What follows belongs to an exercise in optimizing a design on an open flow for small area and a short achievable clock period; a production flow would make more cautious choices. At most, simulation tests tie the RTL to the original design; equivalence was not proved. Function not checked in runs 1 and 2: the RTL went through the layout flow alone. Power figures rest on the tool's default switching activity, not on a simulated workload.

`flow/config.mk`:
```
export PLATFORM = sky130hd
export DESIGN_NAME = coast_cpu
export DESIGN_NICKNAME = coast_cpu
export VERILOG_FILES = /design/flow/design.v
export SDC_FILE = /design/flow/constraint.sdc
export NUM_CORES = 4
export LEC_CHECK = 0
export CAP_MARGIN = 20
export CORE_MARGIN = 2
export CORE_UTILIZATION = 40
export SLEW_MARGIN = 20
```
`flow/constraint.sdc`:
```
create_clock -name core_clock -period 26.0 [get_ports {clk_i}]
set_input_delay 5.2000 -clock core_clock [delete_from_list [all_inputs] [get_ports {clk_i}]]
set_output_delay 5.2000 -clock core_clock [all_outputs]
set_load 0.01 [all_outputs]
```
`flow/design.v`:
```
module divrow #(parameter J = 0) (
    input  [15:0] r,
    input  [15:0] d,
    input  [17:0] d3,
    output [15:0] ro,
    output [1:0]  q
);
    localparam W = 16 - 2*J;
    wire [W-1:0] w = r[15:2*J];
    wire f1 = (d >> W) == 16'd0;                        
    wire f2 = (d >> (W-1)) == 16'd0;                    
    wire f3 = (d <= ((17'd1 << W) - 17'd1) / 17'd3);    
    wire [W-1:0] d2 = d << 1;
    wire [W:0] t1 = {1'b0, w} - {1'b0, d[W-1:0]};
    wire [W:0] t2 = {1'b0, w} - {1'b0, d2};
    wire [W:0] t3 = {1'b0, w} - {1'b0, d3[W-1:0]};
    wire g1 = f1 & ~t1[W];
    wire g2 = f2 & ~t2[W];
    wire g3 = f3 & ~t3[W];
    wire [W-1:0] ws = g3 ? t3[W-1:0] : g2 ? t2[W-1:0] : g1 ? t1[W-1:0] : w;
    if (J > 0) begin : lo
        assign ro = {ws, r[2*J-1:0]};
    end else begin : nolo
        assign ro = ws;
    end
    assign q  = {g2, g3 | (g1 & ~g2)};
endmodule
module coast_cpu (
     clk_i
    ,rst_i
    ,rst_rom_i
    ,mode_sel_i
    ,en_w_rom_i
    ,w_rom_addr_i
    ,w_rom_data_i
    ,instruction_i
    ,WB_RAM_data_o
    ,WB_reg_data_1_o
    ,WB_reg_data_2_o
);
    input clk_i;
    input rst_i;
    input rst_rom_i;
    input mode_sel_i;
    input en_w_rom_i;
    input [15:0] w_rom_addr_i;
    input [31:0] w_rom_data_i;
    input [31:0] instruction_i;
    output [7:0] WB_RAM_data_o;
    output [7:0] WB_reg_data_1_o;
    output [7:0] WB_reg_data_2_o;
localparam [4:0] C_NOP  = 5'h00, C_ADDR = 5'h01, C_SUBR = 5'h02, C_MULR = 5'h03,
                 C_DIVR = 5'h04, C_ANDR = 5'h05, C_ORR  = 5'h06, C_NOTR = 5'h07,
                 C_RSHR = 5'h08, C_LSHR = 5'h09, C_MOVR = 5'h0A, C_MOUT = 5'h0B,
                 C_MTH  = 5'h0C, C_JMPR = 5'h0D, C_EJR  = 5'h0E, C_NEJR = 5'h0F,
                 C_ADDI = 5'h11, C_SUBI = 5'h12, C_MULI = 5'h13, C_DIVI = 5'h14,
                 C_ANDI = 5'h15, C_ORI  = 5'h16, C_NOTI = 5'h17, C_RSHI = 5'h18,
                 C_LSHI = 5'h19, C_MOVI = 5'h1A, C_MIN  = 5'h1C, C_JIMM = 5'h1D,
                 C_HOLD = 5'h1E;
function [4:0] enc;
    input [31:0] i;
    begin
        case (i[31:24])
            8'h01, 8'h02, 8'h03, 8'h04, 8'h05, 8'h06, 8'h07, 8'h08, 8'h09, 8'h0A:
                enc = {i[19], i[27:24]};
            8'h0B: enc = i[19] ? C_NOP : C_MOUT;
            8'h0C: enc = i[19] ? C_MIN : C_NOP;
            8'h0D, 8'h0E, 8'h0F: enc = i[19] ? C_JIMM : {1'b0, i[27:24]};
            8'h10: enc = i[19] ? C_NOP : C_MTH;
            8'h11: enc = (i[23] == i[22]) ? C_HOLD : C_NOP;
            default: enc = C_NOP;
        endcase
    end
endfunction
reg [22:0] rom_q;           
reg [1:0]  bubble;
reg [15:0] pc;
reg        en_w_reg;
reg        en_w_ram;
reg [7:0]  w_ram_data;
reg [5:0]  w_ram_addr;
reg [7:0]  w_reg_data_1;
reg [7:0]  w_reg_data_2;
reg [4:0]  w_reg_addr_1;
reg [4:0]  w_reg_addr_2;    
reg        dv_tail;
reg [15:0] dv_r;
reg [15:0] dv_d;
reg [15:0] dv_d3;
reg [4:0]  p_cls;
reg [7:0]  p_a;
reg [7:0]  p_x;
reg        p_zr;            
reg        p_zm;            
reg [5:0]  p_maddr;         
reg [4:0]  p_dest;
reg [15:0] p_r;             
reg [5:0]  p_q;             
reg [15:0] p_d3;            
localparam [20:0] W_NOP = {2'b11, 4'h0, 1'b1, 3'd0, 11'd0};
function [20:0] pack;
    input [31:0] i;
    reg [7:0] op;
    begin
        op = i[31:24];
        pack = W_NOP;
        if (i[19]) begin
            case (op)
                8'h01: pack = {3'd0, i[17:0]};
                8'h02: pack = {3'd1, i[17:0]};
                8'h05: pack = {3'd2, i[17:0]};
                8'h06: pack = {3'd3, i[17:0]};
                8'h08: pack = {3'd4, i[17:0]};
                8'h09: pack = {3'd5, i[17:0]};
                8'h07: pack = {2'b11, 4'h0, 1'b0, 1'b0, i[17:5]};
                8'h0A: pack = {2'b11, 4'h0, 1'b0, 1'b1, i[17:5]};
                8'h04: pack = {2'b11, 4'h0, 1'b1, 3'd3, 11'd0};
                8'h03: pack = {2'b11, 4'h0, 1'b1, 3'd4, 11'd0};
                8'h0C: pack = {2'b11, 4'h0, 1'b1, 3'd5, 5'd0, i[7:2]};
                8'h0D, 8'h0E, 8'h0F: pack = {2'b11, 4'h0, 1'b1, 3'd2, 11'd0};
                8'h11: pack = {2'b11, 4'h0, 1'b1, (i[23] == i[22]) ? 3'd1 : 3'd0, 11'd0};
                default: pack = W_NOP;
            endcase
        end
        else begin
            case (op)
                8'h01, 8'h02, 8'h03, 8'h04, 8'h05, 8'h06, 8'h07, 8'h08, 8'h09,
                8'h0A, 8'h0B, 8'h0D, 8'h0E, 8'h0F:
                    pack = {2'b11, op[3:0], i[17:3]};
                8'h10: pack = {2'b11, 4'hC, i[17:3]};
                8'h11: pack = {2'b11, 4'h0, 1'b1, (i[23] == i[22]) ? 3'd1 : 3'd0, 11'd0};
                default: pack = W_NOP;
            endcase
        end
    end
endfunction
function [22:0] unpack;
    input [20:0] w;
    begin
        if (w[20:19] != 2'b11) begin
            case (w[20:18])
                3'd0: unpack = {C_ADDI, w[17:0]};
                3'd1: unpack = {C_SUBI, w[17:0]};
                3'd2: unpack = {C_ANDI, w[17:0]};
                3'd3: unpack = {C_ORI,  w[17:0]};
                3'd4: unpack = {C_RSHI, w[17:0]};
                default: unpack = {C_LSHI, w[17:0]};
            endcase
        end
        else if (w[18:15] != 4'h0)
            unpack = {1'b0, w[18:15], w[14:0], 3'd0};
        else if (!w[14])
            unpack = {w[13] ? C_MOVI : C_NOTI, w[12:0], 5'd0};
        else begin
            case (w[13:11])
                3'd1: unpack = {C_HOLD, 18'd0};
                3'd2: unpack = {C_JIMM, 18'd0};
                3'd3: unpack = {C_DIVI, 18'd0};
                3'd4: unpack = {C_MULI, 18'd0};
                3'd5: unpack = {C_MIN, 10'd0, w[5:0], 2'd0};
                default: unpack = {C_NOP, 18'd0};
            endcase
        end
    end
endfunction
wire [20:0] rom_wd = rst_rom_i ? W_NOP : pack(w_rom_data_i);
wire [20:0] rom_rd;
wire [20:0] rom_arr [0:63];
genvar gw;
generate
    for (gw = 0; gw < 64; gw = gw + 1) begin : romw
        reg [20:0] word;
        always @(posedge clk_i)
            if (rst_rom_i | (en_w_rom_i & (w_rom_addr_i[5:0] == gw)))
                word <= rom_wd;
        assign rom_arr[gw] = word;
    end
endgenerate
assign rom_rd = rom_arr[pc[5:0]];
always @(posedge clk_i) begin
    if (rst_rom_i)
        rom_q <= {C_NOP, 18'd0};
    else if (en_w_rom_i)
        rom_q <= {C_HOLD, 18'd0};
    else
        rom_q <= unpack(rom_rd);
end
wire [7:0] wb1 = WB_reg_data_1_o;
wire [7:0] wb2 = WB_reg_data_2_o;
wire [7:0] reg_arr [0:31];
generate
    for (gw = 0; gw < 32; gw = gw + 1) begin : regw
        reg [7:0] r;
        wire h1 = en_w_reg & (w_reg_addr_1 == gw);
        wire h2 = en_w_reg & (w_reg_addr_2 == gw) &
                  ((gw == 0) || (gw == 23) || (gw == 25) || (gw == 26) || (gw == 31));
        always @(posedge clk_i)
            if (rst_i | h1 | h2)
                r <= rst_i ? 8'd0 : (h2 ? wb2 : wb1);
        assign reg_arr[gw] = r;
    end
endgenerate
wire [7:0] ram_arr [0:63];
wire [7:0] ram_wd = rst_i ? 8'd0 : w_ram_data;
generate
    for (gw = 0; gw < 64; gw = gw + 1) begin : ramw
        reg [7:0] m;
        always @(posedge clk_i)
            if (rst_i | (en_w_ram & (w_ram_addr == gw)))
                m <= ram_wd;
        assign ram_arr[gw] = m;
    end
endgenerate
wire        use_rom = mode_sel_i;
wire [4:0]  i_cls = enc(instruction_i);
wire [4:0]  cls = (bubble != 2'd0) ? C_HOLD : (use_rom ? rom_q[22:18] : i_cls);
wire [17:0] fld = use_rom ? rom_q[17:0] : instruction_i[17:0];
wire [4:0] a_addr_i = instruction_i[19] ? instruction_i[9:5] : instruction_i[17:13];
wire [4:0] a_addr_r = rom_q[22] ? rom_q[9:5] : rom_q[17:13];
wire [4:0] a_addr = use_rom ? a_addr_r : a_addr_i;
wire [7:0] a_val = en_w_reg ? 8'd0 : reg_arr[a_addr];
wire [7:0] b_val = en_w_reg ? 8'd0 : reg_arr[fld[12:8]];
wire [15:0] s1_n = en_w_reg ? 16'd0 : {reg_arr[24], reg_arr[23]};
reg [4:0] dest;
always @(*) begin
    case (cls)
        C_ADDR, C_SUBR, C_ANDR, C_ORR, C_RSHR, C_LSHR: dest = fld[7:3];
        C_NOTR, C_MOVR:                               dest = fld[12:8];
        C_ADDI, C_SUBI, C_ANDI, C_ORI, C_RSHI, C_LSHI: dest = fld[4:0];
        C_NOTI, C_MOVI:                               dest = fld[9:5];
        C_MULR, C_MULI, C_DIVR:                       dest = 5'd24;
        C_MIN:                                        dest = 5'd28;
        default:                                      dest = 5'd0;
    endcase
end
wire [15:0] s1_d  = {a_val, b_val};
wire [17:0] s1_d3 = {2'b0, s1_d} + {1'b0, s1_d, 1'b0};
wire [3:0]  n4 = s1_n[15:12];
reg [7:0] nibtab [0:15];
always @(*) begin
    nibtab[0] = {4'hF, n4};
    case (n4)
        4'd0: nibtab[1] = {4'd0, 4'd0};
        4'd1: nibtab[1] = {4'd1, 4'd0};
        4'd2: nibtab[1] = {4'd2, 4'd0};
        4'd3: nibtab[1] = {4'd3, 4'd0};
        4'd4: nibtab[1] = {4'd4, 4'd0};
        4'd5: nibtab[1] = {4'd5, 4'd0};
        4'd6: nibtab[1] = {4'd6, 4'd0};
        4'd7: nibtab[1] = {4'd7, 4'd0};
        4'd8: nibtab[1] = {4'd8, 4'd0};
        4'd9: nibtab[1] = {4'd9, 4'd0};
        4'd10: nibtab[1] = {4'd10, 4'd0};
        4'd11: nibtab[1] = {4'd11, 4'd0};
        4'd12: nibtab[1] = {4'd12, 4'd0};
        4'd13: nibtab[1] = {4'd13, 4'd0};
        4'd14: nibtab[1] = {4'd14, 4'd0};
        4'd15: nibtab[1] = {4'd15, 4'd0};
    endcase
    case (n4)
        4'd0: nibtab[2] = {4'd0, 4'd0};
        4'd1: nibtab[2] = {4'd0, 4'd1};
        4'd2: nibtab[2] = {4'd1, 4'd0};
        4'd3: nibtab[2] = {4'd1, 4'd1};
        4'd4: nibtab[2] = {4'd2, 4'd0};
        4'd5: nibtab[2] = {4'd2, 4'd1};
        4'd6: nibtab[2] = {4'd3, 4'd0};
        4'd7: nibtab[2] = {4'd3, 4'd1};
        4'd8: nibtab[2] = {4'd4, 4'd0};
        4'd9: nibtab[2] = {4'd4, 4'd1};
        4'd10: nibtab[2] = {4'd5, 4'd0};
        4'd11: nibtab[2] = {4'd5, 4'd1};
        4'd12: nibtab[2] = {4'd6, 4'd0};
        4'd13: nibtab[2] = {4'd6, 4'd1};
        4'd14: nibtab[2] = {4'd7, 4'd0};
        4'd15: nibtab[2] = {4'd7, 4'd1};
    endcase
    case (n4)
        4'd0: nibtab[3] = {4'd0, 4'd0};
        4'd1: nibtab[3] = {4'd0, 4'd1};
        4'd2: nibtab[3] = {4'd0, 4'd2};
        4'd3: nibtab[3] = {4'd1, 4'd0};
        4'd4: nibtab[3] = {4'd1, 4'd1};
        4'd5: nibtab[3] = {4'd1, 4'd2};
        4'd6: nibtab[3] = {4'd2, 4'd0};
        4'd7: nibtab[3] = {4'd2, 4'd1};
        4'd8: nibtab[3] = {4'd2, 4'd2};
        4'd9: nibtab[3] = {4'd3, 4'd0};
        4'd10: nibtab[3] = {4'd3, 4'd1};
        4'd11: nibtab[3] = {4'd3, 4'd2};
        4'd12: nibtab[3] = {4'd4, 4'd0};
        4'd13: nibtab[3] = {4'd4, 4'd1};
        4'd14: nibtab[3] = {4'd4, 4'd2};
        4'd15: nibtab[3] = {4'd5, 4'd0};
    endcase
    case (n4)
        4'd0: nibtab[4] = {4'd0, 4'd0};
        4'd1: nibtab[4] = {4'd0, 4'd1};
        4'd2: nibtab[4] = {4'd0, 4'd2};
        4'd3: nibtab[4] = {4'd0, 4'd3};
        4'd4: nibtab[4] = {4'd1, 4'd0};
        4'd5: nibtab[4] = {4'd1, 4'd1};
        4'd6: nibtab[4] = {4'd1, 4'd2};
        4'd7: nibtab[4] = {4'd1, 4'd3};
        4'd8: nibtab[4] = {4'd2, 4'd0};
        4'd9: nibtab[4] = {4'd2, 4'd1};
        4'd10: nibtab[4] = {4'd2, 4'd2};
        4'd11: nibtab[4] = {4'd2, 4'd3};
        4'd12: nibtab[4] = {4'd3, 4'd0};
        4'd13: nibtab[4] = {4'd3, 4'd1};
        4'd14: nibtab[4] = {4'd3, 4'd2};
        4'd15: nibtab[4] = {4'd3, 4'd3};
    endcase
    case (n4)
        4'd0: nibtab[5] = {4'd0, 4'd0};
        4'd1: nibtab[5] = {4'd0, 4'd1};
        4'd2: nibtab[5] = {4'd0, 4'd2};
        4'd3: nibtab[5] = {4'd0, 4'd3};
        4'd4: nibtab[5] = {4'd0, 4'd4};
        4'd5: nibtab[5] = {4'd1, 4'd0};
        4'd6: nibtab[5] = {4'd1, 4'd1};
        4'd7: nibtab[5] = {4'd1, 4'd2};
        4'd8: nibtab[5] = {4'd1, 4'd3};
        4'd9: nibtab[5] = {4'd1, 4'd4};
        4'd10: nibtab[5] = {4'd2, 4'd0};
        4'd11: nibtab[5] = {4'd2, 4'd1};
        4'd12: nibtab[5] = {4'd2, 4'd2};
        4'd13: nibtab[5] = {4'd2, 4'd3};
        4'd14: nibtab[5] = {4'd2, 4'd4};
        4'd15: nibtab[5] = {4'd3, 4'd0};
    endcase
    case (n4)
        4'd0: nibtab[6] = {4'd0, 4'd0};
        4'd1: nibtab[6] = {4'd0, 4'd1};
        4'd2: nibtab[6] = {4'd0, 4'd2};
        4'd3: nibtab[6] = {4'd0, 4'd3};
        4'd4: nibtab[6] = {4'd0, 4'd4};
        4'd5: nibtab[6] = {4'd0, 4'd5};
        4'd6: nibtab[6] = {4'd1, 4'd0};
        4'd7: nibtab[6] = {4'd1, 4'd1};
        4'd8: nibtab[6] = {4'd1, 4'd2};
        4'd9: nibtab[6] = {4'd1, 4'd3};
        4'd10: nibtab[6] = {4'd1, 4'd4};
        4'd11: nibtab[6] = {4'd1, 4'd5};
        4'd12: nibtab[6] = {4'd2, 4'd0};
        4'd13: nibtab[6] = {4'd2, 4'd1};
        4'd14: nibtab[6] = {4'd2, 4'd2};
        4'd15: nibtab[6] = {4'd2, 4'd3};
    endcase
    case (n4)
        4'd0: nibtab[7] = {4'd0, 4'd0};
        4'd1: nibtab[7] = {4'd0, 4'd1};
        4'd2: nibtab[7] = {4'd0, 4'd2};
        4'd3: nibtab[7] = {4'd0, 4'd3};
        4'd4: nibtab[7] = {4'd0, 4'd4};
        4'd5: nibtab[7] = {4'd0, 4'd5};
        4'd6: nibtab[7] = {4'd0, 4'd6};
        4'd7: nibtab[7] = {4'd1, 4'd0};
        4'd8: nibtab[7] = {4'd1, 4'd1};
        4'd9: nibtab[7] = {4'd1, 4'd2};
        4'd10: nibtab[7] = {4'd1, 4'd3};
        4'd11: nibtab[7] = {4'd1, 4'd4};
        4'd12: nibtab[7] = {4'd1, 4'd5};
        4'd13: nibtab[7] = {4'd1, 4'd6};
        4'd14: nibtab[7] = {4'd2, 4'd0};
        4'd15: nibtab[7] = {4'd2, 4'd1};
    endcase
    case (n4)
        4'd0: nibtab[8] = {4'd0, 4'd0};
        4'd1: nibtab[8] = {4'd0, 4'd1};
        4'd2: nibtab[8] = {4'd0, 4'd2};
        4'd3: nibtab[8] = {4'd0, 4'd3};
        4'd4: nibtab[8] = {4'd0, 4'd4};
        4'd5: nibtab[8] = {4'd0, 4'd5};
        4'd6: nibtab[8] = {4'd0, 4'd6};
        4'd7: nibtab[8] = {4'd0, 4'd7};
        4'd8: nibtab[8] = {4'd1, 4'd0};
        4'd9: nibtab[8] = {4'd1, 4'd1};
        4'd10: nibtab[8] = {4'd1, 4'd2};
        4'd11: nibtab[8] = {4'd1, 4'd3};
        4'd12: nibtab[8] = {4'd1, 4'd4};
        4'd13: nibtab[8] = {4'd1, 4'd5};
        4'd14: nibtab[8] = {4'd1, 4'd6};
        4'd15: nibtab[8] = {4'd1, 4'd7};
    endcase
    case (n4)
        4'd0: nibtab[9] = {4'd0, 4'd0};
        4'd1: nibtab[9] = {4'd0, 4'd1};
        4'd2: nibtab[9] = {4'd0, 4'd2};
        4'd3: nibtab[9] = {4'd0, 4'd3};
        4'd4: nibtab[9] = {4'd0, 4'd4};
        4'd5: nibtab[9] = {4'd0, 4'd5};
        4'd6: nibtab[9] = {4'd0, 4'd6};
        4'd7: nibtab[9] = {4'd0, 4'd7};
        4'd8: nibtab[9] = {4'd0, 4'd8};
        4'd9: nibtab[9] = {4'd1, 4'd0};
        4'd10: nibtab[9] = {4'd1, 4'd1};
        4'd11: nibtab[9] = {4'd1, 4'd2};
        4'd12: nibtab[9] = {4'd1, 4'd3};
        4'd13: nibtab[9] = {4'd1, 4'd4};
        4'd14: nibtab[9] = {4'd1, 4'd5};
        4'd15: nibtab[9] = {4'd1, 4'd6};
    endcase
    case (n4)
        4'd0: nibtab[10] = {4'd0, 4'd0};
        4'd1: nibtab[10] = {4'd0, 4'd1};
        4'd2: nibtab[10] = {4'd0, 4'd2};
        4'd3: nibtab[10] = {4'd0, 4'd3};
        4'd4: nibtab[10] = {4'd0, 4'd4};
        4'd5: nibtab[10] = {4'd0, 4'd5};
        4'd6: nibtab[10] = {4'd0, 4'd6};
        4'd7: nibtab[10] = {4'd0, 4'd7};
        4'd8: nibtab[10] = {4'd0, 4'd8};
        4'd9: nibtab[10] = {4'd0, 4'd9};
        4'd10: nibtab[10] = {4'd1, 4'd0};
        4'd11: nibtab[10] = {4'd1, 4'd1};
        4'd12: nibtab[10] = {4'd1, 4'd2};
        4'd13: nibtab[10] = {4'd1, 4'd3};
        4'd14: nibtab[10] = {4'd1, 4'd4};
        4'd15: nibtab[10] = {4'd1, 4'd5};
    endcase
    case (n4)
        4'd0: nibtab[11] = {4'd0, 4'd0};
        4'd1: nibtab[11] = {4'd0, 4'd1};
        4'd2: nibtab[11] = {4'd0, 4'd2};
        4'd3: nibtab[11] = {4'd0, 4'd3};
        4'd4: nibtab[11] = {4'd0, 4'd4};
        4'd5: nibtab[11] = {4'd0, 4'd5};
        4'd6: nibtab[11] = {4'd0, 4'd6};
        4'd7: nibtab[11] = {4'd0, 4'd7};
        4'd8: nibtab[11] = {4'd0, 4'd8};
        4'd9: nibtab[11] = {4'd0, 4'd9};
        4'd10: nibtab[11] = {4'd0, 4'd10};
        4'd11: nibtab[11] = {4'd1, 4'd0};
        4'd12: nibtab[11] = {4'd1, 4'd1};
        4'd13: nibtab[11] = {4'd1, 4'd2};
        4'd14: nibtab[11] = {4'd1, 4'd3};
        4'd15: nibtab[11] = {4'd1, 4'd4};
    endcase
    case (n4)
        4'd0: nibtab[12] = {4'd0, 4'd0};
        4'd1: nibtab[12] = {4'd0, 4'd1};
        4'd2: nibtab[12] = {4'd0, 4'd2};
        4'd3: nibtab[12] = {4'd0, 4'd3};
        4'd4: nibtab[12] = {4'd0, 4'd4};
        4'd5: nibtab[12] = {4'd0, 4'd5};
        4'd6: nibtab[12] = {4'd0, 4'd6};
        4'd7: nibtab[12] = {4'd0, 4'd7};
        4'd8: nibtab[12] = {4'd0, 4'd8};
        4'd9: nibtab[12] = {4'd0, 4'd9};
        4'd10: nibtab[12] = {4'd0, 4'd10};
        4'd11: nibtab[12] = {4'd0, 4'd11};
        4'd12: nibtab[12] = {4'd1, 4'd0};
        4'd13: nibtab[12] = {4'd1, 4'd1};
        4'd14: nibtab[12] = {4'd1, 4'd2};
        4'd15: nibtab[12] = {4'd1, 4'd3};
    endcase
    case (n4)
        4'd0: nibtab[13] = {4'd0, 4'd0};
        4'd1: nibtab[13] = {4'd0, 4'd1};
        4'd2: nibtab[13] = {4'd0, 4'd2};
        4'd3: nibtab[13] = {4'd0, 4'd3};
        4'd4: nibtab[13] = {4'd0, 4'd4};
        4'd5: nibtab[13] = {4'd0, 4'd5};
        4'd6: nibtab[13] = {4'd0, 4'd6};
        4'd7: nibtab[13] = {4'd0, 4'd7};
        4'd8: nibtab[13] = {4'd0, 4'd8};
        4'd9: nibtab[13] = {4'd0, 4'd9};
        4'd10: nibtab[13] = {4'd0, 4'd10};
        4'd11: nibtab[13] = {4'd0, 4'd11};
        4'd12: nibtab[13] = {4'd0, 4'd12};
        4'd13: nibtab[13] = {4'd1, 4'd0};
        4'd14: nibtab[13] = {4'd1, 4'd1};
        4'd15: nibtab[13] = {4'd1, 4'd2};
    endcase
    case (n4)
        4'd0: nibtab[14] = {4'd0, 4'd0};
        4'd1: nibtab[14] = {4'd0, 4'd1};
        4'd2: nibtab[14] = {4'd0, 4'd2};
        4'd3: nibtab[14] = {4'd0, 4'd3};
        4'd4: nibtab[14] = {4'd0, 4'd4};
        4'd5: nibtab[14] = {4'd0, 4'd5};
        4'd6: nibtab[14] = {4'd0, 4'd6};
        4'd7: nibtab[14] = {4'd0, 4'd7};
        4'd8: nibtab[14] = {4'd0, 4'd8};
        4'd9: nibtab[14] = {4'd0, 4'd9};
        4'd10: nibtab[14] = {4'd0, 4'd10};
        4'd11: nibtab[14] = {4'd0, 4'd11};
        4'd12: nibtab[14] = {4'd0, 4'd12};
        4'd13: nibtab[14] = {4'd0, 4'd13};
        4'd14: nibtab[14] = {4'd1, 4'd0};
        4'd15: nibtab[14] = {4'd1, 4'd1};
    endcase
    case (n4)
        4'd0: nibtab[15] = {4'd0, 4'd0};
        4'd1: nibtab[15] = {4'd0, 4'd1};
        4'd2: nibtab[15] = {4'd0, 4'd2};
        4'd3: nibtab[15] = {4'd0, 4'd3};
        4'd4: nibtab[15] = {4'd0, 4'd4};
        4'd5: nibtab[15] = {4'd0, 4'd5};
        4'd6: nibtab[15] = {4'd0, 4'd6};
        4'd7: nibtab[15] = {4'd0, 4'd7};
        4'd8: nibtab[15] = {4'd0, 4'd8};
        4'd9: nibtab[15] = {4'd0, 4'd9};
        4'd10: nibtab[15] = {4'd0, 4'd10};
        4'd11: nibtab[15] = {4'd0, 4'd11};
        4'd12: nibtab[15] = {4'd0, 4'd12};
        4'd13: nibtab[15] = {4'd0, 4'd13};
        4'd14: nibtab[15] = {4'd0, 4'd14};
        4'd15: nibtab[15] = {4'd1, 4'd0};
    endcase
end
wire        d_small = (s1_d[15:4] == 12'd0);
wire [7:0]  qr76 = nibtab[s1_d[3:0]];
wire [3:0]  q76 = d_small ? qr76[7:4] : 4'd0;
wire [3:0]  r76 = d_small ? qr76[3:0] : n4;
wire [15:0] r5s;
wire [1:0]  q5s;
divrow #(5) u_r5 (.r({r76, s1_n[11:0]}), .d(s1_d), .d3(s1_d3), .ro(r5s), .q(q5s));
always @(posedge clk_i) begin
    if (rst_i)
        bubble <= 2'd0;
    else if (mode_sel_i)
        bubble <= bubble + 2'd1;
    else
        bubble <= 2'd0;
end
always @(posedge clk_i) begin
    if (rst_i)
        p_cls <= C_NOP;
    else
        p_cls <= cls;
    p_a    <= a_val;
    p_x    <= cls[4] ? fld[17:10] : b_val;
    p_zr   <= en_w_reg;
    p_zm   <= en_w_ram;
    p_maddr <= fld[7:2];
    p_dest <= dest;
    p_r    <= r5s;
    p_q    <= {q76, q5s};
    p_d3   <= s1_d3[15:0];
end
wire [5:0]  s2_c  = p_zr ? 6'd0 : reg_arr[p_maddr[5:1]][5:0];
wire [15:0] s2_jt = p_zr ? 16'd0 : {reg_arr[30], reg_arr[29]};
wire [7:0]  s2_rm = p_zm ? 8'd0 : ram_arr[p_maddr];
wire [15:0] pc_inc  = pc + 16'd1;
wire        pc_wrap = (pc[15:6] != 10'd0) || (pc[5:0] == 6'd63);
wire [15:0] pc_norm = mode_sel_i ? (pc_wrap ? 16'd0 : pc_inc) : pc;
wire [15:0] mul = p_a * p_x;
wire [8:0]  sub = {1'b0, p_a} - {1'b0, p_x};
wire [15:0] dvd = {p_a, p_x};
wire [17:0] dvd3 = {2'b0, p_d3};
wire [15:0] r4, r3, r2, r1;
wire [1:0]  q4, q3, q2, q1;
divrow #(4) u_r4 (.r(p_r), .d(dvd), .d3(dvd3), .ro(r4), .q(q4));
divrow #(3) u_r3 (.r(r4), .d(dvd), .d3(dvd3), .ro(r3), .q(q3));
divrow #(2) u_r2 (.r(r3), .d(dvd), .d3(dvd3), .ro(r2), .q(q2));
divrow #(1) u_r1 (.r(r2), .d(dvd), .d3(dvd3), .ro(r1), .q(q1));
wire hold = (p_cls == C_JMPR) || (p_cls == C_EJR) || (p_cls == C_NEJR);
always @(posedge clk_i) begin
    if (rst_i) begin
        en_w_reg     <= 1'b0;
        en_w_ram     <= 1'b0;
        w_ram_data   <= 8'd0;
        w_ram_addr   <= 6'd0;
        w_reg_data_1 <= 8'd0;
        w_reg_data_2 <= 8'd0;
        w_reg_addr_1 <= 5'd0;
        w_reg_addr_2 <= 5'd0;
        dv_tail      <= 1'b0;
    end
    else if (hold) begin
        w_reg_data_2 <= WB_reg_data_2_o;
        dv_tail      <= 1'b0;
    end
    else begin
        en_w_reg     <= 1'b0;
        en_w_ram     <= 1'b0;
        w_ram_data   <= 8'd0;
        w_ram_addr   <= s2_c;
        w_reg_data_1 <= 8'd0;
        w_reg_data_2 <= 8'd0;
        w_reg_addr_1 <= p_dest;
        w_reg_addr_2 <= 5'd0;
        dv_tail      <= 1'b0;
        case (p_cls)
            C_ADDR, C_ADDI: begin
                en_w_reg     <= 1'b1;
                w_reg_data_1 <= p_a + p_x;
                w_reg_data_2 <= {8{p_a[7] & p_x[7]}};
                w_reg_addr_2 <= 5'd26;
            end
            C_SUBR, C_SUBI: begin
                en_w_reg     <= 1'b1;
                w_reg_data_1 <= sub[7:0];
                w_reg_data_2 <= {8{sub[8]}};
                w_reg_addr_2 <= 5'd25;
            end
            C_MULR: begin
                en_w_reg     <= 1'b1;
                w_reg_data_1 <= mul[15:8];
                w_reg_data_2 <= mul[7:0];
                w_reg_addr_2 <= 5'd23;
            end
            C_MULI: begin
                en_w_reg     <= 1'b1;
                w_reg_addr_2 <= 5'd23;
            end
            C_DIVR: begin
                en_w_reg     <= 1'b1;
                w_reg_data_1 <= {p_q, q4};
                w_reg_data_2 <= {q3, q2, q1, 2'd0};
                w_reg_addr_2 <= 5'd23;
                dv_tail      <= 1'b1;
            end
            C_DIVI: begin
                en_w_reg     <= 1'b1;
            end
            C_ANDR, C_ANDI: begin
                en_w_reg     <= 1'b1;
                w_reg_data_1 <= p_a & p_x;
            end
            C_ORR, C_ORI: begin
                en_w_reg     <= 1'b1;
                w_reg_data_1 <= p_a | p_x;
            end
            C_NOTR: begin
                en_w_reg     <= 1'b1;
                w_reg_data_1 <= ~p_a;
            end
            C_NOTI: begin
                en_w_reg     <= 1'b1;
                w_reg_data_1 <= ~p_x;
            end
            C_RSHR, C_RSHI: begin
                en_w_reg     <= 1'b1;
                w_reg_data_1 <= p_a >> p_x;
            end
            C_LSHR, C_LSHI: begin
                en_w_reg     <= 1'b1;
                w_reg_data_1 <= p_a << p_x;
            end
            C_MOVR: begin
                en_w_reg     <= 1'b1;
                w_reg_data_1 <= p_a;
            end
            C_MOVI: begin
                en_w_reg     <= 1'b1;
                w_reg_data_1 <= p_x;
            end
            C_MOUT: begin
                en_w_ram     <= 1'b1;
                w_ram_data   <= p_a;
            end
            C_MIN: begin
                en_w_reg     <= 1'b1;
                w_reg_data_1 <= s2_rm;
            end
            C_MTH: begin
                en_w_reg     <= 1'b1;
                w_reg_data_1 <= (p_a > p_x) ? p_a : p_x;
                w_reg_data_2 <= {8{p_a > p_x}};
                w_reg_addr_1 <= s2_c[4:0];
                w_reg_addr_2 <= 5'd31;
            end
            default: ;
        endcase
    end
end
always @(posedge clk_i) begin
    dv_r  <= r1;
    dv_d  <= dvd;
    dv_d3 <= p_d3;
end
always @(posedge clk_i) begin
    if (rst_i)
        pc <= 16'd0;
    else begin
        case (p_cls)
            C_JMPR: pc <= {p_a, p_x};
            C_EJR:  pc <= (p_a == p_x) ? s2_jt : pc_inc;
            C_NEJR: pc <= (p_a != p_x) ? s2_jt : pc_inc;
            C_JIMM: pc <= pc_inc;
            C_HOLD: pc <= pc;
            default: pc <= pc_norm;
        endcase
    end
end
wire [15:0] r0;
wire [1:0]  q0;
divrow #(0) u_r0 (.r(dv_r), .d(dv_d), .d3({2'b0, dv_d3}), .ro(r0), .q(q0));
assign WB_RAM_data_o   = w_ram_data;
assign WB_reg_data_1_o = w_reg_data_1;
assign WB_reg_data_2_o = dv_tail ? {w_reg_data_2[7:2], q0} : w_reg_data_2;
endmodule
```
`flow/flow/run.sh`:
```
#!/bin/bash
# The standard layout (standard.sh); the only change is that timing repair
# aims at a larger setup margin, so that positive-slack paths are sized up too.
set -e
export SETUP_SLACK_MARGIN=18
bash standard.sh finish > flow_standard.log 2>&1
```
`flow/standard.sh`:
```
#!/bin/bash
# synth_recipe.tcl (not shown) runs the flow's synth.tcl, then flattens the netlist and writes it again
# the make line also repeats each setting of config.mk as NAME=value (left out here)
make -C /OpenROAD-flow-scripts/flow DESIGN_CONFIG=/design/flow/config.mk WORK_HOME=/design/flow/orfs CLKGATE_MAP_FILE= SYNTH_SCRIPT=/design/flow/synth_recipe.tcl "${@:-finish}"
```
==> flow_summary.yaml, run 1 <==
worst_setup_path:
  ff2ff_path_depth: 43
  endpoint: "p_r[12]$_DFF_P_"
  startpoint_type: "primary input"
  r2r_slack_ps: 16410
  worstReg2RegStart: "p_d3[1]$_DFF_P_"
  reg2reg_to: "dv_r[6]$_DFF_P_"
  crit_fanout: 7
  critical_path_class: "primary input to flip-flop"
  critical_path_required_ps: 26730
  cpPeakStageDelay_ps: 870
  crit_path_end_kind: "flip-flop"
  crit_slowest_cell: "nor2_2"
  arrival_ps: 10660
  crit_start: "instruction_i[15]"
routing:
  drc: 0
  drt-initial-drc-count: 13994
  wl_per_cell_um: 39.8
  num_vias: 85512
  drt_wl_total_mm: 501
  drtAntennaViolNets: 0
  dr.pass1.iters: 27
  viasPerCell: 6.79
floorplanning:
  num_io_pins: 109
  fp.coreArea_mm2: 0.265
  die_area_mm2: 0.270
  initial_utilization_pct: 40.2
  row_count: 189
  die_h_um: 520
  die_w_um: 520
global_route:
  grt_first_pass_wirelength_mm: 668
  grt_max_degree: 88
  grt_pass1_vias: 79121
  overflow: 0
  grt_use_total_pct: 35.8
  antenna_found_initial: 26
cts:
  clk_latency_ps: 1010
  cts_buffers: 244
  cts_tree: "yes"
  clkTransAtPathRegs_ps: 60
  clockRootBuffer: "clkbuf_16"
  htreeDepth: 4
  cts.path.max_buffers: 4
  cts_hold_buf: 0
  cts_sinks: 2316
sta:
  slew_viol_final: 0
  min_period_over_period_pct: 38.2
  whs_ps: 324
  setup_slack_ps: 16070
  tightestPinTransition_ps: 1190
  timing.fmax_mhz: 101
  hold_viol: 0
  setup_viol: 0
  fin_crit_ps: 9930
  fin_skew_ps: 108
  timing.setup.tns_ps: 0
  rsz0062_at_grt: "true"
  slew_headroom_pct: 18.4
placed_design:
  dp_slack_ps: 12980
  placedInstanceArea_mm2: 0.115
  hpwl_mm: 314
  portBuffers: 92
  dp_cells: 11881
  gp_congestion: 1.02
power_and_ir_drop:
  ir_drop_mv: 0.166
  power.density_mw_per_mm2: 111
  cellLeakagePower_nw: 45.7
yosys:
  synth_flop_cell: "edfxtp_1"
  ys_ff_latch: 2316
  synth_edf_count: 2112
  syn_area_mm2: 0.106
  syn_inst: 8250
  yosysSeqAreaShare_pct: 63.4
  synth.avg_cell_area_um2: 12.9
  synth_top_cell_by_area: "edfxtp_1"
  netlist.area_leader.share_pct: 59.6
  ys_warn_count: 2
  yosysUniqueCellTypes: 100
  synth_nets: 8691
  synth_area_leaders: "edfxtp_1, a22oi_1, dfxtp_1"
  ys_async_sr_fraction_pct: 0
finish:
  n_fill_cell: 23179
  layout_common_cells: "edfxtp_1, a22oi_1, buf_4"
  drive_gt1_share_pct: 18.3
  largest_register_ffs: 1344
  fin_nets: 9286
  reg_top3: "romw.word (1344), ramw.m (512), regw.r (256)"
  syn_to_final_growth_pct: 19.2
  fin_area_mm2: 0.127
  stdcell_count: 12595
  regMostFlops: "romw.word"
  mostFrequentLayoutCell: "edfxtp_1"
status:
  status: "no timing/DRC/antenna violations"
min_path:
  hp-class: "flip-flop to flip-flop"
job:
  drv_cap: 0
-- logic make-up (layout without fill, tap and decap cells) --
logic type / Yosys count / after routing / share of synthesized area, %
multiplexers: 144 / 144 / 1.40
AND/OR/NAND/NOR: 2288 / 2288 / 10.8
adder cells (fa/ha/maj): 357 / 357 / 4.57
flip-flops: 2316 / 2316 / 63.4
other: 0 / 20 / 0
XOR/XNOR: 128 / 128 / 1.05
AO/OA/AOI/OAI: 2397 / 2401 / 16.5
buffers and inverters: 620 / 1408 / 2.30
-- per-layer routing --
| metal | share of wire [%] | up-vias | wire length, um | track usage, % |
|---|---|---|---|---|
| met5 | 0.021 | - | 103 | 0 |
| met4 | 8.7 | 18 | 43800 | 25.1 |
| met3 | 12 | 1741 | 61500 | 9.06 |
| met2 | 44 | 6938 | 221000 | 54.7 |
| met1 | 35 | 42719 | 175000 | 44.5 |
| li1 | - | 34096 | - | - |
-- synth_stat cells, types with 44 or more instances --
library cell and n:
fa_1 54, nand2b_1 83, a2111oi_0 45, a221oi_1 95, and3_1 127, o21bai_1 66, a221o_1 47, mux2i_1 111
a21oi_1 257, nor4_1 70, a22oi_1 873, ha_1 302, a21o_1 162, nand2_1 481, nor2b_1 106, a211oi_1 64
nor2_1 581, inv_1 232, a31oi_1 57, o22ai_1 46, edfxtp_1 2112, xor2_1 44, xnor2_1 84, clkbuf_1 318
nor3_1 156, nand3_1 264, nand4_1 181, o21ai_0 215, a22o_1 119, dfxtp_1 204
-- repair_timing --
action	in CTS	in global routing
hold endpoints to repair	0	0
endpoints found under the setup margin	195	123
pin swaps	144	92
resized for setup	433	85
gates cloned	10	1
buffers inserted	191	47
-- critical path, delay by kind of cell --
family	cells	cell delay (ps)
buffers and inverters	4	730
AO/OA/AOI/OAI	9	1530
multiplexers	1	300
adder cells (fa/ha/maj)	2	540
AND/OR/NAND/NOR	10	2330
-- stage by stage --
stage | util, % | total power [mW]
6_report | 47.9 | 14.1
2_1_floorplan | - | 8.18
5_1_grt | 47.9 | 14.6
4_1_cts | 47.6 | 13.7
3_5_place_dp | 43.3 | 9.70
3_3_place_gp | 43.3 | 9.60
-- final cells by class --
type / instances / area (um2) / area share [%]
clock inverters: 150 / 1390 / 1.09
flip-flops and latches: 2316 / 67500 / 53.2
repair buffers: 722 / 6260 / 4.93
clock buffers: 293 / 6380 / 5.03
inverters: 243 / 966 / 0.761
multi-input cells: 5318 / 40000 / 31.5
well taps: 3533 / 4420 / 3.48
diodes: 20 / 50.0 / 0.0394
-- power by group --
group	internal (mW)	leakage (nW)	switching (mW)
clock	1.97	3.79	1.50
sequential	4.40	22.6	0.230
combinational	2.40	19.3	3.55
total	8.77	45.7	5.28
-- worst min path at each step --
stage	cells after the start	startpoint	endpoint	slack (ps)
floorplan	0	p_d3[14]$_DFF_P_	dv_d3[14]$_DFF_P_	310
global placement	0	p_r[1]$_SDFF_PP0_	dv_r[1]$_DFF_P_	310
detailed placement	0	p_r[0]$_SDFF_PP0_	dv_r[0]$_DFF_P_	320
CTS	0	p_r[1]$_SDFF_PP0_	dv_r[1]$_DFF_P_	330
global route	0	p_r[1]$_SDFF_PP0_	dv_r[1]$_DFF_P_	330
finish	0	p_r[1]$_SDFF_PP0_	dv_r[1]$_DFF_P_	320
==> run 2, diff against run 1 <==
--- a/flow/design.v
+++ b/flow/design.v
@@ -27,2 +27,37 @@
 endmodule
+module divcmp #(parameter J = 0, parameter W = 16 - 2*J) (
+    input  [15:0]  r,
+    input  [15:0]  d,
+    input  [17:0]  d3,
+    output [W-1:0] w,
+    output [W-1:0] t1,
+    output [W-1:0] t2,
+    output [W-1:0] t3,
+    output [2:0]   g
+);
+    assign w = r[15:2*J];
+    wire f1 = (d >> W) == 16'd0;
+    wire f2 = (d >> (W-1)) == 16'd0;
+    wire f3 = (d <= ((17'd1 << W) - 17'd1) / 17'd3);
+    wire [W-1:0] d2 = d << 1;
+    wire [W:0] u1 = {1'b0, w} - {1'b0, d[W-1:0]};
+    wire [W:0] u2 = {1'b0, w} - {1'b0, d2};
+    wire [W:0] u3 = {1'b0, w} - {1'b0, d3[W-1:0]};
+    assign t1 = u1[W-1:0];
+    assign t2 = u2[W-1:0];
+    assign t3 = u3[W-1:0];
+    assign g = {f3 & ~u3[W], f2 & ~u2[W], f1 & ~u1[W]};
+endmodule
+module divsel #(parameter W = 16) (
+    input  [W-1:0] w,
+    input  [W-1:0] t1,
+    input  [W-1:0] t2,
+    input  [W-1:0] t3,
+    input  [2:0]   g,
+    output [W-1:0] ws,
+    output [1:0]   q
+);
+    assign ws = g[2] ? t3 : g[1] ? t2 : g[0] ? t1 : w;
+    assign q  = {g[1], g[2] | (g[0] & ~g[1])};
+endmodule
 module coast_cpu (
@@ -86,3 +121,8 @@
 reg        dv_tail;
-reg [15:0] dv_r;
+reg [13:0] dv_w;            
+reg [13:0] dv_t1;
+reg [13:0] dv_t2;
+reg [13:0] dv_t3;
+reg [2:0]  dv_g;
+reg [1:0]  dv_rlo;
 reg [15:0] dv_d;
@@ -96,4 +136,9 @@
 reg [4:0]  p_dest;
-reg [15:0] p_r;             
-reg [5:0]  p_q;             
+reg [5:0]  p_w5;            
+reg [5:0]  p_t1;
+reg [5:0]  p_t2;
+reg [5:0]  p_t3;
+reg [2:0]  p_g5;
+reg [9:0]  p_nlo;           
+reg [3:0]  p_q;             
 reg [15:0] p_d3;            
@@ -516,5 +561,5 @@
 wire [3:0]  r76 = d_small ? qr76[3:0] : n4;
-wire [15:0] r5s;
-wire [1:0]  q5s;
-divrow #(5) u_r5 (.r({r76, s1_n[11:0]}), .d(s1_d), .d3(s1_d3), .ro(r5s), .q(q5s));
+wire [5:0]  w5s, t15s, t25s, t35s;
+wire [2:0]  g5s;
+divcmp #(5) u_c5 (.r({r76, s1_n[11:0]}), .d(s1_d), .d3(s1_d3), .w(w5s), .t1(t15s), .t2(t25s), .t3(t35s), .g(g5s));
 always @(posedge clk_i) begin
@@ -538,4 +583,9 @@
     p_dest <= dest;
-    p_r    <= r5s;
-    p_q    <= {q76, q5s};
+    p_w5   <= w5s;
+    p_t1   <= t15s;
+    p_t2   <= t25s;
+    p_t3   <= t35s;
+    p_g5   <= g5s;
+    p_nlo  <= s1_n[9:0];
+    p_q    <= q76;
     p_d3   <= s1_d3[15:0];
@@ -552,8 +602,13 @@
 wire [17:0] dvd3 = {2'b0, p_d3};
-wire [15:0] r4, r3, r2, r1;
-wire [1:0]  q4, q3, q2, q1;
-divrow #(4) u_r4 (.r(p_r), .d(dvd), .d3(dvd3), .ro(r4), .q(q4));
+wire [5:0]  ws5;
+wire [1:0]  q5;
+divsel #(6) u_s5 (.w(p_w5), .t1(p_t1), .t2(p_t2), .t3(p_t3), .g(p_g5), .ws(ws5), .q(q5));
+wire [15:0] r4, r3, r2;
+wire [1:0]  q4, q3, q2;
+divrow #(4) u_r4 (.r({ws5, p_nlo}), .d(dvd), .d3(dvd3), .ro(r4), .q(q4));
 divrow #(3) u_r3 (.r(r4), .d(dvd), .d3(dvd3), .ro(r3), .q(q3));
 divrow #(2) u_r2 (.r(r3), .d(dvd), .d3(dvd3), .ro(r2), .q(q2));
-divrow #(1) u_r1 (.r(r2), .d(dvd), .d3(dvd3), .ro(r1), .q(q1));
+wire [13:0] w1s, t11s, t21s, t31s;
+wire [2:0]  g1s;
+divcmp #(1) u_c1 (.r(r2), .d(dvd), .d3(dvd3), .w(w1s), .t1(t11s), .t2(t21s), .t3(t31s), .g(g1s));
 wire hold = (p_cls == C_JMPR) || (p_cls == C_EJR) || (p_cls == C_NEJR);
@@ -610,4 +665,4 @@
                 en_w_reg     <= 1'b1;
-                w_reg_data_1 <= {p_q, q4};
-                w_reg_data_2 <= {q3, q2, q1, 2'd0};
+                w_reg_data_1 <= {p_q, q5, q4};
+                w_reg_data_2 <= {q3, q2, 4'd0};
                 w_reg_addr_2 <= 5'd23;
@@ -670,3 +725,8 @@
 always @(posedge clk_i) begin
-    dv_r  <= r1;
+    dv_w   <= w1s;
+    dv_t1  <= t11s;
+    dv_t2  <= t21s;
+    dv_t3  <= t31s;
+    dv_g   <= g1s;
+    dv_rlo <= r2[1:0];
     dv_d  <= dvd;
@@ -688,8 +748,11 @@
 end
+wire [13:0] ws1;
+wire [1:0]  q1;
+divsel #(14) u_s1 (.w(dv_w), .t1(dv_t1), .t2(dv_t2), .t3(dv_t3), .g(dv_g), .ws(ws1), .q(q1));
 wire [15:0] r0;
 wire [1:0]  q0;
-divrow #(0) u_r0 (.r(dv_r), .d(dv_d), .d3({2'b0, dv_d3}), .ro(r0), .q(q0));
+divrow #(0) u_r0 (.r({ws1, dv_rlo}), .d(dv_d), .d3({2'b0, dv_d3}), .ro(r0), .q(q0));
 assign WB_RAM_data_o   = w_ram_data;
 assign WB_reg_data_1_o = w_reg_data_1;
-assign WB_reg_data_2_o = dv_tail ? {w_reg_data_2[7:2], q0} : w_reg_data_2;
+assign WB_reg_data_2_o = dv_tail ? {w_reg_data_2[7:4], q1, q0} : w_reg_data_2;
 endmodule
--- a/flow/config.mk
+++ b/flow/config.mk
@@ -9,3 +9,5 @@
 export CORE_MARGIN = 2
-export CORE_UTILIZATION = 40
+export CORE_UTILIZATION = 55
+export CTS_CLUSTER_DIAMETER = 100
+export CTS_CLUSTER_SIZE = 30
 export SLEW_MARGIN = 20
==> flow_summary.yaml, run 2 <==
status:
  status: "no timing/DRC/antenna violations"
yosys:
  yosysMostFrequentCell: "edfxtp_1"
  ys_warn_count: 2
  syn_inst: 8639
  synth_top_cell_by_area: "edfxtp_1"
  synth_area_leaders: "edfxtp_1, a22oi_1, dfxtp_1"
  syn_area_mm2: 0.109
  synth.avg_cell_area_um2: 12.6
  yosysSeqAreaShare_pct: 63.2
  synth_edf_count: 2112
  ys_async_sr_fraction_pct: 0
  netlist.area_leader.share_pct: 58.3
  synth_nets: 9083
  yosysUniqueCellTypes: 107
  synth_flop_cell: "edfxtp_1"
  ys_ff_latch: 2377
  synthTopCellsByCount: "edfxtp_1, a22oi_1, nand2_1, nor2_1, clkbuf_1"
cts:
  cts_buffers: 96
  cts_hold_buf: 0
  clk_latency_ps: 860
  clockRootBuffer: "clkbuf_16"
  cts_tree: "yes"
  clkTransAtPathRegs_ps: 120
  htreeDepth: 3
  cts.path.max_buffers: 3
  cts_sinks: 2377
min_path:
  whs_path_depth: 0
  hp-start: "p_nlo[1]$_SDFF_PP0_"
  hp-class: "flip-flop to flip-flop"
  hold_path_end: "dv_rlo[1]$_DFF_P_"
finish:
  drive_gt1_share_pct: 18.0
  n_fill_cell: 14759
  fin_area_mm2: 0.126
  regMostFlops: "romw.word"
  fin_util_pct: 63.8
  reg_top3: "romw.word (1344), ramw.m (512), regw.r (256)"
  mostFrequentLayoutCell: "edfxtp_1"
  largest_register_ffs: 1344
  layout_common_cells: "edfxtp_1, a22oi_1, nand2_1"
  syn_to_final_growth_pct: 15.5
  fin_nets: 9579
floorplanning:
  row_count: 163
  fp.coreArea_mm2: 0.197
  die_h_um: 449
  initial_utilization_pct: 55.2
  die_w_um: 449
  num_io_pins: 109
  die_area_mm2: 0.201
worst_setup_path:
  arrival_ps: 10060
  r2r_slack_ps: 17120
  reg2reg_to: "dv_t1[12]$_DFF_P_"
  startpoint_type: "primary input"
  crit_path_end_kind: "flip-flop"
  critical_path_required_ps: 26730
  crit_fanout: 8
  worstReg2RegStart: "p_g5[0]$_DFF_P_"
  crit_slowest_cell: "nor3_4"
  ff2ff_path_depth: 47
  cpPeakStageDelay_ps: 480
  crit_start: "mode_sel_i"
  critical_path_class: "primary input to flip-flop"
routing:
  drt-met1-wl_mm: 159
  drc: 0
  met3_length_mm: 69.9
  num_vias: 88229
  dr.pass1.iters: 12
  drtAntennaViolNets: 0
  wl_per_cell_um: 41.5
  wl_met2_mm: 211
  highest_layer: "met5"
  drt-initial-drc-count: 16680
  drt_wl_total_mm: 492
  viasPerCell: 7.45
power_and_ir_drop:
  p_clk_share_pct: 12.3
  power_mw: 16.3
  cellLeakagePower_nw: 45.7
  switchingPower_mw: 6.81
  power.density_mw_per_mm2: 130
  ir_drop_mv: 0.350
  internal-power_mw: 9.50
  comb_power_share_pct: 57.9
  p_seq_share_pct: 29.8
  swShare_pct: 41.7
sta:
  fin_skew_ps: 77.4
  tightestPinTransition_ps: 1340
  hold_viol: 0
  slew_headroom_pct: 10.1
  fin_crit_ps: 9330
  min_period_over_period_pct: 35.9
  timing.fmax_mhz: 107
  timing.setup.tns_ps: 0
  whs_ps: 340
  setup_viol: 0
  slew_viol_final: 0
  rsz0062_at_grt: "true"
placed_design:
  gp_congestion: 1.13
  portBuffers: 92
  hpwl_mm: 308
  placedInstanceArea_mm2: 0.116
global_route:
  grt_use_total_pct: 47.2
  antenna_found_initial: 51
  grt_first_pass_wirelength_mm: 659
  grt_max_degree: 100
  grt_pass1_vias: 81108
  overflow: 0
job:
  drv_cap: 0
run 2: cell types whose count changed after synthesis, sizes merged, moves of 57 or more:
cell	delta
a22oi	-164
and3	+229
dfxtp	+61
nand3	+77
o21ai	+76
a2111oi	+57
a21o	-112
clkbuf	+78
nand2	+176
run 2: metrics by stage:
stage          setup WS (ps)  instances
2_1_floorplan          16440       8639
3_3_place_gp           13750      11291
3_5_place_dp           13780      11294
4_1_cts                16920      11732
5_1_grt                16650      11830
6_report               16670      11843
run 2: worst max-delay path by stage:
stage,endpoint,slack [ps],cells after the start
2_1_floorplan,p_g5[2]$_DFF_P_,16440,25
3_3_place_gp,p_g5[2]$_DFF_P_,13750,22
3_5_place_dp,p_g5[2]$_DFF_P_,13780,28
4_1_cts,p_g5[2]$_DFF_P_,16920,26
5_1_grt,p_g5[1]$_DFF_P_,16650,29
6_report,p_g5[1]$_DFF_P_,16670,29
run 2: kinds of logic (layout without fill, tap and decap cells):
group                      count (synthesis)  in the layout  share of synthesized area (%)
AOI/OAI and AO/OA                       2208           2208                           14.6
xor gates and xnor gates                 119            119                          0.958
adders and majority gates                360            360                           4.51
buffers and inverters                    732           1271                           2.71
DFF                                     2377           2377                           63.2
muxes                                    142            142                           1.44
other                                      0             23                              0
and+or+nand+nor                         2701           2703                           12.6
run 2: cell type report:
class                   count  area, um2  area share [%]
flip-flops and latches   2377      68800            54.7
diodes                     23       57.6          0.0458
well taps                2640       3300            2.63
clock inverters            29        587           0.467
repair buffers            880       8110            6.45
inverters                 248       1000           0.798
multi-input cells        5532      41400            32.9
clock buffers             114       2490            1.98
run 2: worst max-delay path, delay by kind of cell:
family / cells / cell delay [ps]
and+or+nand+nor: 6 / 910
muxes: 1 / 220
buffers and inverters: 8 / 1170
AOI/OAI and AO/OA: 12 / 2200
adders and majority gates: 2 / 350
run 2: power by group through the flow:
stage	combinational, mW	clock [mW]	sequential [mW]
6_report	9.44	2.01	4.87
5_1_grt	10.0	2.11	4.89
4_1_cts	8.42	1.99	4.85
3_5_place_dp	6.81	0	4.93
3_3_place_gp	6.70	0	4.92
2_1_floorplan	5.01	0	4.81
run 2: metal layers:
layer  vias to the layer above  global-route usage (%)
met2                      7984                    70.2
met3                      2332                    14.9
li1                      34781                       -
met1                     43092                    57.0
met4                        40                    37.7
met5                         -                   0.521
run 2: repair_timing:
| action | 4_1_cts | 5_1_grt |
|---|---|---|
| endpoints found under the setup margin | 751 | 943 |
| pin swaps | 219 | 112 |
| resized for setup | 635 | 160 |
| setup buffers | 280 | 85 |
| gates cloned | 15 | 1 |
==> run 3, diff against run 2 <==
--- a/flow/design.v
+++ b/flow/design.v
@@ -141,3 +141,2 @@
 reg [2:0]  p_g5;
-reg [9:0]  p_nlo;           
 reg [3:0]  p_q;             
@@ -588,3 +587,2 @@
     p_g5   <= g5s;
-    p_nlo  <= s1_n[9:0];
     p_q    <= q76;
@@ -607,3 +605,4 @@
 wire [1:0]  q4, q3, q2;
-divrow #(4) u_r4 (.r({ws5, p_nlo}), .d(dvd), .d3(dvd3), .ro(r4), .q(q4));
+wire [9:0]  s2_nlo = p_zr ? 10'd0 : {reg_arr[24][1:0], reg_arr[23]};
+divrow #(4) u_r4 (.r({ws5, s2_nlo}), .d(dvd), .d3(dvd3), .ro(r4), .q(q4));
 divrow #(3) u_r3 (.r(r4), .d(dvd), .d3(dvd3), .ro(r3), .q(q3));
==> flow/flow/run.sh (replaced) <==
#!/bin/bash
# The standard layout (standard.sh); the only change is that timing repair
# aims at a larger setup margin, so that positive-slack paths are sized up too
# (gate cloning is left off so that every register keeps its name).
set -e
export SETUP_SLACK_MARGIN=18
export SKIP_GATE_CLONING=1
bash standard.sh finish > flow_standard.log 2>&1
--- a/flow/config.mk
+++ b/flow/config.mk
@@ -10,4 +10,4 @@
 export CORE_UTILIZATION = 55
-export CTS_CLUSTER_DIAMETER = 100
-export CTS_CLUSTER_SIZE = 30
+export CTS_CLUSTER_DIAMETER = 70
+export CTS_CLUSTER_SIZE = 22
 export SLEW_MARGIN = 20
==> flow_summary.yaml, run 3 <==
finish:
  layout_common_cells: "edfxtp_1, a22oi_1, buf_4"
  stdcell_count: 11467
  reg_top3: "romw.word (1344), ramw.m (512), regw.r (256)"
  n_fill_cell: 14174
  fin_util_pct: 64.7
  fin_nets: 9272
  regMostFlops: "romw.word"
  syn_to_final_growth_pct: 17.2
  largest_register_ffs: 1344
  drive_gt1_share_pct: 19.8
  mostFrequentLayoutCell: "edfxtp_1"
cts:
  clkTransAtPathRegs_ps: 80
  clockRootBuffer: "clkbuf_16"
  htreeDepth: 4
  clk_latency_ps: 870
  cts_sinks: 2367
  cts_tree: "yes"
  cts_buffers: 152
  cts.path.max_buffers: 3
floorplanning:
  die_area_mm2: 0.199
  fp.coreArea_mm2: 0.194
  die_h_um: 446
  num_io_pins: 109
  initial_utilization_pct: 55.2
  die_w_um: 446
  row_count: 162
yosys:
  yosysMostFrequentCell: "edfxtp_1"
  ys_async_sr_fraction_pct: 0
  ys_warn_count: 2
  syn_inst: 8238
  syn_area_mm2: 0.107
  ys_ff_latch: 2367
  yosysSeqAreaShare_pct: 63.9
  yosysUniqueCellTypes: 98
  synth_top_cell_by_area: "edfxtp_1"
  netlist.area_leader.share_pct: 59.1
  synth_edf_count: 2112
  synth_area_leaders: "edfxtp_1, a22oi_1, dfxtp_1"
  synth.avg_cell_area_um2: 13.0
  synthTopCellsByCount: "edfxtp_1, a22oi_1, nor2_1, nand2_1, clkbuf_1"
  synth_flop_cell: "edfxtp_1"
  synth_nets: 8682
routing:
  drt-initial-drc-count: 16634
  dr.pass1.iters: 11
  drtAntennaViolNets: 1
  drt_wl_total_mm: 487
  num_vias: 86064
  viasPerCell: 7.51
  drc: 0
  wl_per_cell_um: 42.5
placed_design:
  dp_cells: 10818
  gp_congestion: 1.07
  hpwl_mm: 305
  portBuffers: 92
global_route:
  overflow: 0
  antenna_found_initial: 27
  grt_use_total_pct: 47.9
  grt_first_pass_wirelength_mm: 647
  grt_pass1_vias: 78963
  grt_max_degree: 114
sta:
  setup_viol: 0
  tightestPinTransition_ps: 1330
  timing.setup.tns_ps: 0
  slew_headroom_pct: 10.5
  timing.fmax_mhz: 106
  rsz0062_at_grt: "true"
  hold_viol: 0
  slew_viol_final: 0
  min_period_over_period_pct: 36.3
  fin_skew_ps: 60.9
  fin_crit_ps: 9450
  whs_ps: 337
worst_setup_path:
  crit_fanout: 10
  r2r_slack_ps: 16990
  cpMostUsedCell: "buf_4"
  crit_slowest_cell: "nor2_4"
  startpoint_type: "primary input"
  crit_path_end_kind: "flip-flop"
  crit_buf_inv: 8
  cpPeakStageDelay_ps: 510
  arrival_ps: 10170
  critical_path_class: "primary input to flip-flop"
  critical_path_required_ps: 26720
  crit_family: "compound AO/OA/AOI/OAI gates"
status:
  failed_checks: "antenna rules"
  status: "failed layout checks"
power_and_ir_drop:
  power.density_mw_per_mm2: 129
  ir_drop_mv: 0.278
  cellLeakagePower_nw: 45.7
min_path:
  hp-class: "flip-flop to flip-flop"
job:
  drv_cap: 0
run 3: worst paths after layout:
| path | to | cells after the start | from |
|---|---|---|---|
| max reg2reg | dv_t3[13]$_DFF_P_ | 43 | p_g5[0]$_DFF_P_ |
| min reg2reg | dv_d3[15]$_DFF_P_ | 0 | p_d3[15]$_DFF_P_ |
| min | dv_d3[15]$_DFF_P_ | 0 | p_d3[15]$_DFF_P_ |
| max | p_g5[1]$_DFF_P_ | 30 | mode_sel_i |
run 3: cell families after synthesis:
kind of cell	count (synthesis)	share of synthesized area (%)
multiplexers	167	1.82
AND/OR/NAND/NOR	2178	10.2
XOR/XNOR	113	0.923
buffers and inverters	681	2.54
adder cells (fa/ha/maj)	360	4.58
AO/OA/AOI/OAI	2372	16.0
flip-flops	2367	63.9
run 3: what timing repair did:
action	CTS	global route
pin swaps	211	144
setup buffers	285	111
resized for setup	543	198
endpoints found under the setup margin	1268	141
hold buffers	0	0
run 3: metal layers:
metal,part of all wire (%),track usage (%),vias up
met1,34,60.1,42443
met2,42,68.8,7857
met4,8.9,33.0,36
met5,0.069,0.0977,-
met3,16,17.9,2012
li1,-,-,33716
run 3: stage by stage:
step | worst slack [ps] | power, mW | area (um2)
CTS | 16740 | 14.9 | 124000
global placement | 12940 | 10.8 | 114000
detailed placement | 13400 | 10.9 | 114000
global route | 16560 | 16.9 | 126000
finish | 16550 | 16.2 | 126000
floorplan | 16410 | 9.32 | 108000
run 3: final cells by class:
class	count	area [um2]	share of cell area, %
Inverter	254	997	0.793
Sequential cell	2367	68600	54.5
Timing Repair Buffer	863	7700	6.13
Tap cell	2542	3180	2.53
Clock buffer	172	4040	3.21
Multi-Input combinational cell	5190	40200	32.0
Antenna cell	15	37.5	0.0299
Clock inverter	64	961	0.765
run 3: power breakdown:
| group | internal (mW) | switching [mW] |
|---|---|---|
| Sequential | 4.57 | 0.218 |
| Combinational | 4.01 | 4.83 |
| Clock | 1.20 | 1.40 |
| Total | 9.79 | 6.45 |
run 3: worst register-to-register path, delay by kind of cell, from the launching register on:
family	cells	cell delay [ps]
AO/OA/AOI/OAI	19	4020
adder cells (fa/ha/maj)	4	1270
buffers and inverters	7	930
flip-flops	1	390
multiplexers	3	620
AND/OR/NAND/NOR	10	1690

## port drivers added, routing unchanged
The results above use ideal ports. As a check the final layouts listed here were re-extracted and re-timed, cells and wires unchanged.
Step 1: set_driving_cell puts a clkbuf_16 on clk_i and a buf_2 on each other input, an assumption about the parent block.
Step 2 times the ports against the registers' clock, not the clock port: input delays grow and output delays shrink by t, the midpoint of the rising clock arrivals with the driver on.
Three values: ideal, step 1, step 2; two values: the first two.
run | shift t [ns] | slack for setup (ns) | worst setup path at the end | clock arrival spread, ns | cell pins on the clock port's net
run 1 | 1.024 | 16.069 / 16.021 / 14.996 | input to register | 0.177 / 0.177 | 1
run 2 | 0.929 | 16.666 / 16.450 / 15.521 | input to register | 0.103 / 0.103 | 1
run 3 | 0.939 | 16.554 / 16.584 / 15.645 | input to register | 0.071 / 0.071 | 1
The setup slack of run 2, which loses most, moves by -0.216 ns with the drivers and by -1.145 ns with both steps.
